Context: an optimization exercise on an open-source flow, tuned for small area and a short achievable clock period. The choices shown serve that exercise and are no tape-out recipe. Where RTL was checked, it was by simulation tests only, not by an equivalence proof against the original. No activity file was given, so power comes from the tool's default toggle rates.

## run 1
==> flow/design.v (excerpt) <==
module APB_Square
(
    input wire PWRITE,
    input wire PCLK,
    input wire PSEL,
    input wire [31:0] PADDR,
    input wire [31:0] PWDATA,
    output reg [31:0] PRDATA,
    input wire PENABLE,
    output reg PREADY,
    input PRESET
);
export LEC_CHECK = 0
export CAP_MARGIN = 20
export CORE_MARGIN = 2
export CORE_UTILIZATION = 50
export SLEW_MARGIN = 20
export SYNTH_HIERARCHICAL = 1
create_clock -name core_clock -period 8.5 [get_ports {PCLK}]
standard.sh (not shown) runs the stock make flow with config.mk's settings and CLKGATE_MAP_FILE= SYNTH_SCRIPT=/design/flow/synth_recipe.tcl, a recipe that flattens the netlist after the stock synthesis.
==> flow/flow/run.sh <==
#!/bin/bash
# The standard layout (standard.sh), in two calls: synthesis, floorplan and placement
# with no setup margin, then clock tree, routing and finish with the repair aiming 4.75 ns
# below the clock period. buffer_ports uses the smallest buffer cell.
set -euo pipefail
export BUFFER_PORTS_ARGS="-buffer_cell sky130_fd_sc_hd__buf_1"
bash standard.sh synth floorplan place > standard_1.log 2>&1
export SETUP_SLACK_MARGIN=4.75
bash standard.sh > standard_2.log 2>&1
The following lists how run 2 was set up differently from run 1:
==> flow/flow/run.sh <==
#!/bin/bash
# The standard layout (standard.sh), in two calls: synthesis, floorplan and placement
# with no setup margin, then clock tree, routing and finish with the repair aiming 5 ns
# below the clock period. buffer_ports uses the smallest buffer cell.
set -euo pipefail
export BUFFER_PORTS_ARGS="-buffer_cell sky130_fd_sc_hd__buf_1"
bash standard.sh synth floorplan place > standard_1.log 2>&1
export SETUP_SLACK_MARGIN=5
bash standard.sh > standard_2.log 2>&1
[summary]
Run 2 has combinational power above what run 1 had. In terms of total power, run 2 and run 1 differ only marginally. In run 2 relative to run 1, post-route non-filler standard cell count had gone up by a few percent. Run 2 vs. run 1: total length of routed met2 wires went up by 1.7 mm. Worst reg2reg path depth delta for run 2 relative to run 1: 4 higher. [run 2 vs run 1] cell area: higher in run 2. For run 1, the end of the critical path was cs_r[56], unlike run 2, where it was cs_r[24]. Run 1 → run 2: number of signal-net buffers in the layout increased 33%, placed standard-cell area about even. In the route summary, run 2 ends up with a via count exceeding that of run 1. The final setup skew of run 2 and that of run 1 are within noise of each other. Worst path setup slack after routing: run 2 vs run 1 up 0.13 ns.
## Diff of input files: run 3 against run 2
==> flow/flow/run.sh <==
#!/bin/bash
# The standard layout (standard.sh), in two calls: synthesis, floorplan and placement
# with no setup margin, then clock tree, routing and finish with the repair aiming 4.5 ns
# below the clock period. buffer_ports uses the smallest buffer cell.
set -euo pipefail
export BUFFER_PORTS_ARGS="-buffer_cell sky130_fd_sc_hd__buf_1"
bash standard.sh synth floorplan place > standard_1.log 2>&1
export SETUP_SLACK_MARGIN=4.5
bash standard.sh > standard_2.log 2>&1
--- outcome ---
- Run 3 ended up with a lower met1 wire length than run 2 did.
- Measured against each other, run 2 and run 3 differ in per-cell via count in the routed design, the lower figure coming from run 3.
- Going from run 2 to run 3, fmax down 11%; share of total power in combinational logic essentially unchanged; area added between synthesis and finish decreased by 8.3 points relative to the old numbers.
- The critical path depth in run 3 was lower than what run 2 gave.
- Cmp run 3 vs run 2: post-route cell area lower in run 3
Inputs modified between run 3 and run 4:
==> flow/flow/run.sh <==
#!/bin/bash
# The standard layout (standard.sh), in two calls: synthesis, floorplan and placement
# with no setup margin, then clock tree, routing and finish with the repair aiming 4.25 ns
# below the clock period. buffer_ports uses the smallest buffer cell.
set -euo pipefail
export BUFFER_PORTS_ARGS="-buffer_cell sky130_fd_sc_hd__buf_1"
bash standard.sh synth floorplan place > standard_1.log 2>&1
export SETUP_SLACK_MARGIN=4.25
bash standard.sh > standard_2.log 2>&1
## What came out
Run 4 ended up with a lower final standard cell utilization of the core than run 3 did. Delta(peak per-stage delay on the critical path, run 4 - run 3) < 0. Run 4 finished end to end and its layout was clean on timing, DRC and antenna. Run 3 has completed all stages; timing, DRC and antenna checks passed. The lower maximum frequency of run 4 and run 3 is in run 4.
Function was not checked in any run of this note: the RTL went through the layout flow alone.

---

== zinc ==
APB_Square, a different RTL version from the one above (not shown whole).
Size in the first run: roughly 220 flip-flops, ~17000 um^2 of cells after synthesis.
Settings: LEC_CHECK=0, CAP_MARGIN=20, CORE_MARGIN=2, CORE_UTILIZATION=60, CTS_BUF_LIST=sky130_fd_sc_hd__clkbuf_4, SETUP_SLACK_MARGIN=5, SLEW_MARGIN=20, SYNTH_HIERARCHICAL=1; clock period 8.5 ns.
==> flow/flow/run.sh <==
#!/bin/bash
# The standard layout (standard.sh: standard synthesis through finish), with the
# port buffers that buffer_ports inserts made the smallest buffer cell.
set -euo pipefail
export BUFFER_PORTS_ARGS="-buffer_cell sky130_fd_sc_hd__buf_1"
bash standard.sh > standard.log 2>&1
The following lists how onyx was set up differently from zinc:
- clearing CTS_BUF_LIST, which used to be sky130_fd_sc_hd__clkbuf_4
- swapping 60 for 40 in CORE_UTILIZATION
- clearing SETUP_SLACK_MARGIN, which used to be 5
diff --git a/flow/flow/run.sh b/flow/flow/run.sh
--- a/flow/flow/run.sh
+++ b/flow/flow/run.sh
@@ -5,0 +6 @@
+export SETUP_SLACK_MARGIN=6
### Flow results
Global routing usage on met2 in onyx vs zinc: down 12 points. Taking zinc as the reference, in onyx final cell count without fillers went up about 12%; peak supply drop went up about 24%. Area used by sequential logic in the layout delta for onyx relative to zinc: about 2.5% higher. onyx finished all stages; the layout is clean. Final critical-path required period: lower on zinc. In onyx the pre-CTS setup slack turned out 0.20 ns lower than in zinc. Combinational share of power: lower on zinc. Compared with zinc, onyx shows clock network power share higher by 5.5 points.
[inputs] garnet vs onyx
- SETUP_SLACK_MARGIN newly set to 5
diff --git a/flow/flow/run.sh b/flow/flow/run.sh
--- a/flow/flow/run.sh
+++ b/flow/flow/run.sh
@@ -6 +5,0 @@
-export SETUP_SLACK_MARGIN=6
--- outcome ---
garnet: flow completed, timing, DRC and antenna clean
onyx went all the way through the flow, and no timing, DRC or antenna check failed.
In the final reports, the cell area of garnet is smaller than that of onyx.
Changes observed in garnet relative to onyx: cell area reported after detailed placement went down; async set or reset register ratio after synthesis was more or less identical.
diff inputs: garnet => xenon
- TNS_END_PERCENT: unset -> 5
- CTS_BUF_LIST: unset -> sky130_fd_sc_hd__clkbuf_4
- CORE_UTILIZATION: 40 -> 60
### Flow results
Re area used by multi-input combinational logic: xenon and garnet aren't equal, and the higher value belongs to garnet. xenon vs garnet — synthesis-to-finish area growth dropped 5.0 points. Compared to garnet, xenon has row count 14 lower. xenon ended up with cs_r[111]$_DFF_P_ as its endpoint of the worst setup timing path; garnet ended up with PRDATA[29]$_SDFFE_PP0P_. Non-filler instance count after layout in xenon vs garnet: down about 5%. xenon vs garnet — routed wire length dropped by a few percent. Looking only at switching power summed over all nets, and setting everything else aside, the higher value of xenon and garnet goes to garnet. The hold slack of xenon falls short of that of garnet by 0.0039 ns.

---

Setup of job 101:
Another version of the RTL of APB_Square (not shown whole).
Size in the first run: roughly 1700 cells after synthesis, ~180 flip-flops, about 100 I/O pins.
clock: 8.5 ns
lec_check: 0
cap_margin: 20
core_margin: 2
core_utilization: 55
slew_margin: 20
synth_hierarchical: 1
==> flow/flow/run.sh <==
#!/bin/bash
# The standard layout (standard.sh), in two calls: synthesis, floorplan and placement
# with no setup margin, then clock tree, routing and finish with the repair aiming 5 ns
# below the clock period. buffer_ports uses the smallest buffer cell.
set -euo pipefail
export BUFFER_PORTS_ARGS="-buffer_cell sky130_fd_sc_hd__buf_1"
bash standard.sh synth floorplan place > standard_1.log 2>&1
export SETUP_SLACK_MARGIN=5
bash standard.sh > standard_2.log 2>&1
Both conditions hold for job 101: the flow ran to the end and the final layout passed the timing, DRC and antenna checks.
Changes in job 102 relative to job 101:
- a change of CORE_UTILIZATION from 55 to 60
==> summary.txt <==
The final reports for job 102 and job 101 show final worst setup slack lower in the former.
Placeable core region in job 102 is 2600 um^2 lower than in job 101
Final period demand of the worst path: job 102 higher than job 101
Higher share of final-layout standard cells stronger than drive strength 1 among job 102 and job 101: job 101
Re via count of the first global-routing pass: job 102 is 273 up on job 101.
Setup changes, job 102 to job 103
- a change of CORE_UTILIZATION from 60 to 50
--- a/flow/flow/run.sh
+++ b/flow/flow/run.sh
@@ -3 +3 @@
-# with no setup margin, then clock tree, routing and finish with the repair aiming 5 ns
+# with no setup margin, then clock tree, routing and finish with the repair aiming 5.25 ns
@@ -8 +8 @@
-export SETUP_SLACK_MARGIN=5
+export SETUP_SLACK_MARGIN=5.25
Findings:
Job 103 vs. job 102: final critical delay including setup and external delays went up by 0.037 ns.
Relative to job 102, top achievable clock speed has decreased by 0.0030 GHz in job 103.
Going from job 102 to job 103, area growth from synthesis to layout grows by 18 points.
Sort job 102 and job 103 by number of rows in the core area asc -> top: job 102
In job 103, cell count along the critical path is higher than in job 102.
On total sequential power, job 102 and job 103 are basically level.
When the final numbers for job 102 and job 103 were put side by side, the biggest fanout along the worst timing path turned out to be smaller in job 102.
Die footprint was higher in job 103 than in job 102.
Max aggregate routed wire length across job 102 and job 103: job 103
The non-clock buffer count reported for job 103 is greater than that of job 102 by 107.
Power share of the combinational group: job 103 higher than job 102

---

APB_Square again, from the RTL that the note above started with.
## APB_Square
module APB_Square
(
    input wire PWRITE,
    input wire PCLK,
    input wire PSEL,
    input wire [31:0] PADDR,
    input wire [31:0] PWDATA,
    output reg [31:0] PRDATA,
    input wire PENABLE,
    output reg PREADY,
    input PRESET
);
  reg [31:0] a;
  reg [31:0] b;
  reg        rst_d;    
  wire acc   = PSEL & PENABLE;
  wire hi0   = (PADDR[31:4] == 28'd0) & (PADDR[1:0] == 2'd0);
  wire sel0  = hi0 & (PADDR[3:2] == 2'd0);
  wire sel4  = hi0 & (PADDR[3:2] == 2'd1);
  wire sel8  = hi0 & (PADDR[3:2] == 2'd2);
  always @(posedge PCLK) rst_d <= PRESET;
  always @(posedge PCLK) begin
    if (PRESET) begin
      a      <= 32'd0;
      b      <= 32'd0;
      PRDATA <= 32'd0;
      PREADY <= 1'b0;
    end else begin
      PREADY <= acc & ~PREADY;
      if (acc & PWRITE & sel0) a <= PWDATA;
      if (acc & PWRITE & sel4) b <= PWDATA;
      if (acc & ~PWRITE) begin
        if (sel0)      PRDATA <= a;
        else if (sel4) PRDATA <= b;
        else if (sel8) PRDATA <= rst_d ? 32'd0 : prod;
      end
    end
  end
  wire none0, ntwo0, neg0;
  apb_xnor u_none0 (.x(b[0]), .n(1'b0), .y(none0));
  apb_benc u_benc0 (.b2(b[1]), .b1(b[0]), .b0(1'b0), .ntwo(ntwo0), .neg(neg0));
  wire [31:0] ny0;
  ...
export LEC_CHECK = 0
export CAP_MARGIN = 20
export CORE_MARGIN = 2
export CORE_UTILIZATION = 50
export SLEW_MARGIN = 20
export SYNTH_HIERARCHICAL = 1
create_clock -name core_clock -period 8.5 [get_ports {PCLK}]
==> flow/flow/run.sh <==
#!/bin/bash
# The standard layout (standard.sh), in two calls: synthesis, floorplan and placement
# with no setup margin, then clock tree, routing and finish with the repair aiming 5 ns
# below the clock period. buffer_ports uses the smallest buffer cell.
set -euo pipefail
export BUFFER_PORTS_ARGS="-buffer_cell sky130_fd_sc_hd__buf_1"
bash standard.sh synth floorplan place > standard_1.log 2>&1
export SETUP_SLACK_MARGIN=5
bash standard.sh > standard_2.log 2>&1
The baseline finished with timing, DRC and antenna clean.
Rerun with:
--- a/flow/flow/run.sh
+++ b/flow/flow/run.sh
@@ -3 +3 @@
-# with no setup margin, then clock tree, routing and finish with the repair aiming 5 ns
+# with no setup margin, then clock tree, routing and finish with the repair aiming 4.75 ns
@@ -8 +8 @@
-export SETUP_SLACK_MARGIN=5
+export SETUP_SLACK_MARGIN=4.75
Outcome:
- The new run finished with timing, DRC and antenna clean
- global-route usage is lower by 0.70 points
- synthesized cell count does not change
- fmax came out lower by about 5%
- utilization shrinks by 2.3 points
- cell area went down by 3.9%
- register-to-register slack is worse by 0.18 ns
- area after synthesis does not change
Rerun with:
--- a/flow/flow/run.sh
+++ b/flow/flow/run.sh
@@ -3 +3 @@
-# with no setup margin, then clock tree, routing and finish with the repair aiming 4.75 ns
+# with no setup margin, then clock tree, routing and finish with the repair aiming 5 ns
@@ -8 +8 @@
-export SETUP_SLACK_MARGIN=4.75
+export SETUP_SLACK_MARGIN=5
GPL_ROUTABILITY_DRIVEN = 0   (was unset)
Outcome: Sequential cell count does not change; final area is higher by 5.6%; routed wire length increases by about 3.7%; synthesized area is unchanged; synthesized cell count stays the same; setup slack gets better by 0.16 ns; die area is unchanged; combinational power goes up by about 9%; register-to-register slack is better by 0.16 ns.

---

== rev 12 ==
APB_Square, a different RTL version from the one above (not shown whole).
For scale: about 1700 cells after synthesis, ~160 flip-flops, about 100 I/O pins, ~0.018 sq mm of cells after synthesis.
==> flow/config.mk <==
export PLATFORM = sky130hd
export DESIGN_NAME = APB_Square
export DESIGN_NICKNAME = APB_Square
export VERILOG_FILES = /design/flow/design.v
export SDC_FILE = /design/flow/constraint.sdc
export NUM_CORES = 4
export LEC_CHECK = 0
export CAP_MARGIN = 20
export CORE_MARGIN = 2
export CORE_UTILIZATION = 40
export SLEW_MARGIN = 20
export SYNTH_HIERARCHICAL = 1
==> flow/constraint.sdc <==
create_clock -name core_clock -period 8.5 [get_ports {PCLK}]
set_input_delay 1.7000 -clock core_clock [delete_from_list [all_inputs] [get_ports {PCLK}]]
set_output_delay 1.7000 -clock core_clock [all_outputs]
set_load 0.01 [all_outputs]
run.sh (not shown) runs the stock make flow with config.mk's settings and CLKGATE_MAP_FILE= SYNTH_SCRIPT=/design/flow/synth_recipe.tcl, a recipe that flattens the netlist after the stock synthesis.
Stock flow here: none of the scripts above is used.
Rev 12 finished end to end and its layout was clean on timing, DRC and antenna.
Here is what was changed in the inputs of rev 13 compared with rev 12.
# rev 12
export LEC_CHECK = 0
export CAP_MARGIN = 20
export CORE_MARGIN = 2
export CORE_UTILIZATION = 40
export SLEW_MARGIN = 20
export SYNTH_HIERARCHICAL = 1
create_clock -name core_clock -period 8.5 [get_ports {PCLK}]
# rev 13
export LEC_CHECK = 0
export CAP_MARGIN = 20
export CORE_MARGIN = 2
export CORE_UTILIZATION = 40
export SETUP_SLACK_MARGIN = 5
export SLEW_MARGIN = 20
export SYNTH_HIERARCHICAL = 1
create_clock -name core_clock -period 8.5 [get_ports {PCLK}]
Of rev 12 and rev 13, the run reporting the higher post-route core utilization was rev 13.
| worst hold slack | rev 13 vs rev 12 | 0.0069 ns lower |
Compared with rev 12, rev 13 has extra setup slack.
Sort rev 12 and rev 13 by sequential share of cell area asc -> top: rev 13
Diff rev 12 -> rev 13: final worst-path cycle share went down by 12 points, total global-route track usage saw an increase.
Function was not checked in any run of this note: the RTL went through the layout flow alone.

---

Another version of the RTL of APB_Square (not shown whole).
Size in the first run: about 1,700 cells after synthesis, about 100 I/O pins.
==> flow/config.mk <==
export PLATFORM = sky130hd
export DESIGN_NAME = APB_Square
export DESIGN_NICKNAME = APB_Square
export VERILOG_FILES = /design/flow/design.v
export SDC_FILE = /design/flow/constraint.sdc
export NUM_CORES = 4
export LEC_CHECK = 0
export CAP_MARGIN = 20
export CORE_MARGIN = 2
export CORE_UTILIZATION = 50
export SLEW_MARGIN = 20
export SYNTH_HIERARCHICAL = 1
==> flow/constraint.sdc <==
create_clock -name core_clock -period 8.5 [get_ports {PCLK}]
set_input_delay 1.7000 -clock core_clock [delete_from_list [all_inputs] [get_ports {PCLK}]]
set_output_delay 1.7000 -clock core_clock [all_outputs]
set_load 0.01 [all_outputs]
standard.sh (not shown) runs the stock make flow with config.mk's settings and CLKGATE_MAP_FILE= SYNTH_SCRIPT=/design/flow/synth_recipe.tcl, a recipe that flattens the netlist after the stock synthesis.
==> flow/flow/run.sh <==
#!/bin/bash
# The standard layout (standard.sh), in two calls: synthesis, floorplan and placement
# with no setup margin, then clock tree, routing and finish with the repair aiming 5 ns
# below the clock period. buffer_ports uses the smallest buffer cell.
set -euo pipefail
export BUFFER_PORTS_ARGS="-buffer_cell sky130_fd_sc_hd__buf_1"
bash standard.sh synth floorplan place > standard_1.log 2>&1
export SETUP_SLACK_MARGIN=5
bash standard.sh > standard_2.log 2>&1
Next try:
==> flow/flow/run.sh (replaced) <==
#!/bin/bash
# The standard layout (standard.sh: standard synthesis through finish), with the
# port buffers that buffer_ports inserts made the smallest buffer cell.
set -euo pipefail
export BUFFER_PORTS_ARGS="-buffer_cell sky130_fd_sc_hd__buf_1"
bash standard.sh > standard.log 2>&1
- CTS_BUF_LIST: unset -> sky130_fd_sc_hd__clkbuf_8
- CTS_CLUSTER_DIAMETER: unset -> 50
- CTS_CLUSTER_SIZE: unset -> 16
- SETUP_SLACK_MARGIN: unset -> 5
Outcome:
- The new run completed with no timing, DRC or antenna violations
- setup slack improved by 0.0043 ns
- via count went down by 1.2%
- power went down by 10%
- wire length went down by 2.4%
No run of this note included a check of the RTL's function; only the layout flow was run.

-- what the ideal ports hide --
The flow's constraints put no driver on any port. The routed layouts listed below were extracted and timed again, unchanged, in two steps. Step 1, drivers: a clkbuf_16 drives PCLK and a buf_2 each remaining input, both assumed. Step 2 adds t to the input delays and takes it off the output delays; t is the mean of the earliest and latest rising clock arrival at the registers after step 1. Input paths then give back, and output paths get back, about the clock's delay inside the block. a / b / c = no drivers / after step 1 / after step 2; a / b = the first two.
| run | t, ns | slack for setup (ns) | worst hold slack (ns) | slew at the worst register clock pin (ns) |
|---|---|---|---|---|
| run 1 | 0.507 | 4.807 / 4.807 / 4.406 | 0.431 / 0.431 / 0.431 | 0.08 / 0.08 |
| run 2 | 0.509 | 4.935 / 4.935 / 4.582 | 0.429 / 0.429 / 0.429 | 0.08 / 0.08 |
| run 3 | 0.504 | 4.516 / 4.516 / 4.236 | 0.430 / 0.430 / 0.430 | 0.08 / 0.08 |
| run 4 | 0.502 | 4.429 / 4.429 / 4.249 | 0.429 / 0.429 / 0.429 | 0.08 / 0.08 |
| zinc | 0.787 | 5.030 / 5.030 / 4.426 | 0.438 / 0.438 / 0.438 | 0.09 / 0.09 |
| onyx | 0.637 | 4.818 / 4.818 / 4.478 | 0.480 / 0.480 / 0.480 | 0.07 / 0.07 |
| garnet | 0.627 | 5.009 / 5.041 / 4.414 | 0.429 / 0.429 / 0.429 | 0.07 / 0.07 |
| xenon | 0.780 | 4.862 / 4.862 / 4.292 | 0.425 / 0.425 / 0.425 | 0.08 / 0.08 |
| job 101 | 0.524 | 4.999 / 4.999 / 4.525 | 0.447 / 0.447 / 0.447 | 0.08 / 0.08 |
| job 102 | 0.500 | 4.976 / 4.976 / 4.539 | 0.431 / 0.431 / 0.431 | 0.10 / 0.10 |
| job 103 | 0.520 | 4.939 / 4.948 / 4.428 | 0.428 / 0.428 / 0.428 | 0.09 / 0.09 |
| the first run of note 4 | 0.518 | 5.002 / 5.002 / 4.564 | 0.426 / 0.426 / 0.426 | 0.08 / 0.08 |
| the second run of note 4 | 0.519 | 4.825 / 4.825 / 4.447 | 0.433 / 0.433 / 0.433 | 0.08 / 0.08 |
| the third run of note 4 | 0.512 | 4.981 / 4.981 / 4.547 | 0.427 / 0.427 / 0.427 | 0.09 / 0.09 |
| rev 12 | 0.528 | 3.050 / 3.050 / 3.050 | 0.435 / 0.435 / 0.435 | 0.08 / 0.08 |
| rev 13 | 0.522 | 4.034 / 4.034 / 4.034 | 0.428 / 0.428 / 0.428 | 0.08 / 0.08 |
| the first run of note 6 | 0.504 | 4.981 / 4.981 / 4.620 | 0.433 / 0.433 / 0.433 | 0.08 / 0.08 |
| the second run of note 6 | 0.577 | 4.985 / 4.985 / 4.560 | 0.438 / 0.438 / 0.438 | 0.12 / 0.12 |
After both steps setup and hold are still met in every run listed. The setup slack of zinc, which loses most, moves by 0.000 ns with the drivers and by -0.604 ns with both steps.
